Source: an optimization exercise on an open RTL-to-GDS flow (aim: small area, a short achievable clock period and few clock cycles). Production flows keep margins and buffers that such runs may drop. Power figures rest on the tool's default switching activity, not on a simulated workload.

==> flow/design.v (excerpt) <==
module Integrate(
input clock,
input reset,enter,
input [7:0]Nin,
input prog_we,
input [4:0]prog_addr,
input [7:0]prog_data,
output halt,
output [7:0]Nout,
output inwait
);
reg [7:0] mem [0:31];
reg [4:0] PC;       
reg [7:0] IR;       
reg       iok;      
reg [7:0] XI;       
reg       vX;       
reg [7:0] OPR;      
reg [4:0] XAP1;     
reg       hz;       
reg       ok;       
reg       inr;      
reg       started;  
reg [7:0] A;
reg       Z;        
wire [2:0] xop = XI[7:5];
wire [4:0] xa  = XI[4:0];
assign halt   = started & vX & (xop == 3'd7);
assign inwait = started & vX & (xop == 3'd4);
assign Nout   = A;
wire taken  = vX & (((xop == 3'd5) & Z) | ((xop == 3'd6) & ~A[7]));
wire stall  = vX & ((xop == 3'd7) | ((xop == 3'd4) & ~(enter & started)));
wire xstore = vX & (xop == 3'd1) & reset;
wire [7:0] axo = A ^ OPR;
wire [7:0] aor = A | OPR;
wire       sum0 = (axo == {aor[6:0], 1'b0});
wire [7:0] Oi    = taken ? OPR : IR;
wire       vO    = taken | (iok & ~hz);
wire [4:0] oaddr = Oi[4:0];
wire [7:0] opnd  = (xstore && xa == oaddr) ? A : mem[oaddr];
wire [4:0] faddr = taken ? XAP1 : (hz ? PC - 5'd1 : PC);
wire [7:0] fword = (xstore && xa == faddr) ? A : mem[faddr];
wire [7:0] w0 = (prog_we && prog_addr == 5'd0) ? prog_data : mem[0];
wire [7:0] w1 = (prog_we && prog_addr == 5'd1) ? prog_data : mem[1];
wire       cap = prog_we && (prog_addr == w0[4:0]);
wire       ok_n = cap | (ok & inr & ~(prog_we && prog_addr == 5'd0));
always @(posedge clock) begin
	if (prog_we)
		mem[prog_addr] <= prog_data;
	else if (xstore)
		mem[xa] <= A;
end
always @(posedge clock) begin
	inr <= ~reset;
	if (!reset) begin
		ok <= ok_n;
		if (cap)
			OPR <= prog_data;
		XI <= w0;
		XAP1 <= w0[4:0] + 5'd1;
		IR <= ok_n ? w1 : w0;
		PC <= ok_n ? 5'd2 : 5'd1;
		vX <= ok_n;
		iok <= 1'b1;
		hz <= ok_n & (w0[7:5] == 3'd1) & (w0[4:0] == 5'd1);
	end else if (!stall) begin
		IR <= fword;
		XI <= Oi;
		OPR <= opnd;
		XAP1 <= oaddr + 5'd1;
		PC <= faddr + 5'd1;
		vX <= vO;
		iok <= 1'b1;
		hz <= vO & (Oi[7:5] == 3'd1) & (oaddr == faddr);
	end
end
always @(posedge clock, negedge reset) begin
	if (!reset) begin
		started <= 1'b0;
		A <= 8'd0;
		Z <= 1'b1;
	end else begin
		started <= 1'b1;
  ...
Size in the first run: about 35 I/O pins, roughly 17,000 um^2 of cells after synthesis.
==> module Integrate, before the edit <==
module Integrate(
input clock,
input reset,enter,
input [7:0]Nin,
input prog_we,
input [4:0]prog_addr,
input [7:0]prog_data,
output halt,
output [7:0]Nout,
output inwait
);
reg [7:0] mem [0:31];
reg [4:0] PC;       
reg [7:0] IR;       
reg       iok;      
reg [7:0] XI;       
reg       vX;       
reg [7:0] OPR;      
reg [4:0] XAP1;     
reg       hz;       
reg       ok;       
reg       inr;      
reg       started;  
reg [7:0] A;
reg       Z;        
wire [2:0] xop = XI[7:5];
wire [4:0] xa  = XI[4:0];
assign halt   = started & vX & (xop == 3'd7);
assign inwait = started & vX & (xop == 3'd4);
assign Nout   = A;
wire taken  = vX & (((xop == 3'd5) & Z) | ((xop == 3'd6) & ~A[7]));
wire stall  = vX & ((xop == 3'd7) | ((xop == 3'd4) & ~(enter & started)));
wire xstore = vX & (xop == 3'd1) & reset;
wire [7:0] axo = A ^ OPR;
wire [7:0] aor = A | OPR;
wire       sum0 = (axo == {aor[6:0], 1'b0});
wire [7:0] Oi    = taken ? OPR : IR;
wire       vO    = taken | (iok & ~hz);
wire [4:0] oaddr = Oi[4:0];
wire [7:0] opnd  = (xstore && xa == oaddr) ? A : mem[oaddr];
wire [4:0] faddr = taken ? XAP1 : (hz ? PC - 5'd1 : PC);
wire [7:0] fword = (xstore && xa == faddr) ? A : mem[faddr];
wire [7:0] w0 = (prog_we && prog_addr == 5'd0) ? prog_data : mem[0];
wire [7:0] w1 = (prog_we && prog_addr == 5'd1) ? prog_data : mem[1];
wire       cap = prog_we && (prog_addr == w0[4:0]);
wire       ok_n = cap | (ok & inr & ~(prog_we && prog_addr == 5'd0));
always @(posedge clock) begin
	if (prog_we)
		mem[prog_addr] <= prog_data;
	else if (xstore)
		mem[xa] <= A;
end
always @(posedge clock) begin
	inr <= ~reset;
	if (!reset) begin
		ok <= ok_n;
		if (cap)
			OPR <= prog_data;
		XI <= w0;
		XAP1 <= w0[4:0] + 5'd1;
		IR <= ok_n ? w1 : w0;
		PC <= ok_n ? 5'd2 : 5'd1;
		vX <= ok_n;
		iok <= 1'b1;
		hz <= ok_n & (w0[7:5] == 3'd1) & (w0[4:0] == 5'd1);
	end else if (!stall) begin
		IR <= fword;
		XI <= Oi;
		OPR <= opnd;
		XAP1 <= oaddr + 5'd1;
		PC <= faddr + 5'd1;
		vX <= vO;
		iok <= 1'b1;
		hz <= vO & (Oi[7:5] == 3'd1) & (oaddr == faddr);
	end
end
always @(posedge clock, negedge reset) begin
	if (!reset) begin
		started <= 1'b0;
		A <= 8'd0;
		Z <= 1'b1;
	end else begin
		started <= 1'b1;
		if (vX)
			case (xop)
			3'd0: begin A <= OPR; Z <= (OPR == 8'd0); end
			3'd2: begin A <= A + OPR; Z <= sum0; end
			3'd3: begin A <= A - OPR; Z <= (A == OPR); end
			3'd4: if (enter & started) begin A <= Nin; Z <= (Nin == 8'd0); end
			default: ;
			endcase
	end
end
endmodule
==> flow/config.mk <==
export PLATFORM = sky130hd
export DESIGN_NAME = Integrate
export DESIGN_NICKNAME = Integrate
export VERILOG_FILES = /design/flow/design.v
export SDC_FILE = /design/flow/constraint.sdc
export NUM_CORES = 4
export LEC_CHECK = 0
export CAP_MARGIN = 20
export CORE_MARGIN = 2
export CORE_UTILIZATION = 40
export SETUP_SLACK_MARGIN = 1.5
export SLEW_MARGIN = 20
==> flow/constraint.sdc <==
create_clock -name core_clock -period 5.0 [get_ports {clock}]
set_input_delay 1.0000 -clock core_clock [delete_from_list [all_inputs] [get_ports {clock}]]
set_output_delay 1.0000 -clock core_clock [all_outputs]
set_load 0.01 [all_outputs]
run.sh (not shown) runs the stock make flow with config.mk's settings and CLKGATE_MAP_FILE= SYNTH_SCRIPT=/design/flow/synth_recipe.tcl, a recipe that flattens the netlist after the stock synthesis.
Then changed:
==> flow/design.v (replaced) <==
module Integrate(
input clock,
input reset,enter,
input [7:0]Nin,
input prog_we,
input [4:0]prog_addr,
input [7:0]prog_data,
output halt,
output [7:0]Nout,
output inwait
);
reg [7:0] mem [0:31];
reg [4:0] PC;       
reg [7:0] IR;       
reg       iok;      
reg [7:0] XI;       
reg       vX;       
reg [7:0] OPR;      
reg [4:0] XAP1;     
reg       tk;       
reg       ok;       
reg       inr;      
reg       started;  
reg [7:0] A;
reg       Z;        
wire [2:0] xop = XI[7:5];
wire [4:0] xa  = XI[4:0];
assign halt   = started & vX & (xop == 3'd7);
assign inwait = started & vX & (xop == 3'd4);
assign Nout   = A;
wire stall  = vX & ((xop == 3'd7) | ((xop == 3'd4) & ~(enter & started)));
wire xstore = vX & (xop == 3'd1) & reset;
reg [7:0] An;
reg       Zn;
wire [7:0] axo = A ^ OPR;
wire [7:0] aor = A | OPR;
wire       sum0 = (axo == {aor[6:0], 1'b0});
always @* begin
	An = A;
	Zn = Z;
	if (vX)
		case (xop)
		3'd0: begin An = OPR; Zn = (OPR == 8'd0); end
		3'd2: begin An = A + OPR; Zn = sum0; end
		3'd3: begin An = A - OPR; Zn = (A == OPR); end
		3'd4: if (enter & started) begin An = Nin; Zn = (Nin == 8'd0); end
		default: ;
		endcase
end
wire [7:0] Oi    = tk ? OPR : IR;
wire       vO    = tk | iok;
wire [4:0] oaddr = Oi[4:0];
wire [7:0] opnd  = (xstore && xa == IR[4:0]) ? A : mem[oaddr];
wire [4:0] faddr = tk ? XAP1 : PC;
wire [7:0] fword = (xstore && xa == PC) ? A : mem[faddr];
wire       hzn   = (Oi[7:5] == 3'd1) & (oaddr == faddr);
wire       tkn   = vO & (((Oi[7:5] == 3'd5) & Zn) | ((Oi[7:5] == 3'd6) & ~An[7]));
wire [7:0] w0 = (prog_we && prog_addr == 5'd0) ? prog_data : mem[0];
wire [7:0] w1 = (prog_we && prog_addr == 5'd1) ? prog_data : mem[1];
wire       cap = prog_we && (prog_addr == w0[4:0]);
wire       ok_n = cap | (ok & inr & ~(prog_we && prog_addr == 5'd0));
always @(posedge clock) begin
	if (prog_we)
		mem[prog_addr] <= prog_data;
	else if (xstore)
		mem[xa] <= A;
end
always @(posedge clock) begin
	inr <= ~reset;
	if (!reset) begin
		ok <= ok_n;
		if (cap)
			OPR <= prog_data;
		XI <= w0;
		XAP1 <= w0[4:0] + 5'd1;
		IR <= ok_n ? w1 : w0;
		iok <= ~(ok_n & (w0[7:5] == 3'd1) & (w0[4:0] == 5'd1));
		PC <= (ok_n & ~((w0[7:5] == 3'd1) & (w0[4:0] == 5'd1))) ? 5'd2 : 5'd1;
		vX <= ok_n;
		tk <= ok_n & ((w0[7:5] == 3'd5) | (w0[7:5] == 3'd6));
	end else if (!stall) begin
		IR <= fword;
		XI <= Oi;
		OPR <= opnd;
		XAP1 <= oaddr + 5'd1;
		PC <= vO & hzn ? faddr : faddr + 5'd1;
		vX <= vO;
		iok <= ~(vO & hzn);
		tk <= tkn;
	end
end
always @(posedge clock, negedge reset) begin
	if (!reset) begin
		started <= 1'b0;
		A <= 8'd0;
		Z <= 1'b1;
	end else begin
		started <= 1'b1;
		A <= An;
		Z <= Zn;
	end
end
endmodule
Cell count increases by 2.4%.
Combinational power falls by about 4%.
Clock power came out higher by 10%.
Hold slack improves by 0.048 ns.
Critical path depth went down by 2.
Wire length shrinks by 0.32%.
Setup slack is better by 0.061 ns.
Non-clock buffer count goes down by 37.
Clock skew is about the same.
Global-route usage stays flat.
Area after synthesis came out lower by 3.4%.
Power stays flat.
Sequential share of layout area came out higher by 2.1 points.
Function was not checked in any run of this note: the RTL went through the layout flow alone.

[port drivers added, routing unchanged]
How much do the figures lean on ideal ports? The routed layouts below were timed once more, with nothing changed but the port constraints.
Step 1 sets driving cells, clkbuf_16 on the clock port and buf_2 on the other inputs (assumed; they add their load-dependent delay and slew).
Step 2 times the ports against the registers' clock, not the clock port: input delays grow and output delays shrink by t, the midpoint of the rising clock arrivals with the driver on.
a / b / c = no drivers / after step 1 / after step 2; a / b = the first two.
| run | t (ns) | setup WS [ns] | worst register clock-pin slew, ns | worst slew at a driven data input, ns | cell pins on the clock port's net |
|---|---|---|---|---|---|
| the first run | 0.613 | 1.482 / 1.482 / 1.039 | 0.06 / 0.06 | 0.04 | 1 |
| the second run | 0.593 | 1.543 / 1.543 / 1.042 | 0.06 / 0.06 | 0.04 | 1 |
After both steps setup and hold are still met in every run listed. The setup slack of the second run, which loses most, moves by 0.000 ns with the drivers and by -0.501 ns with both steps.
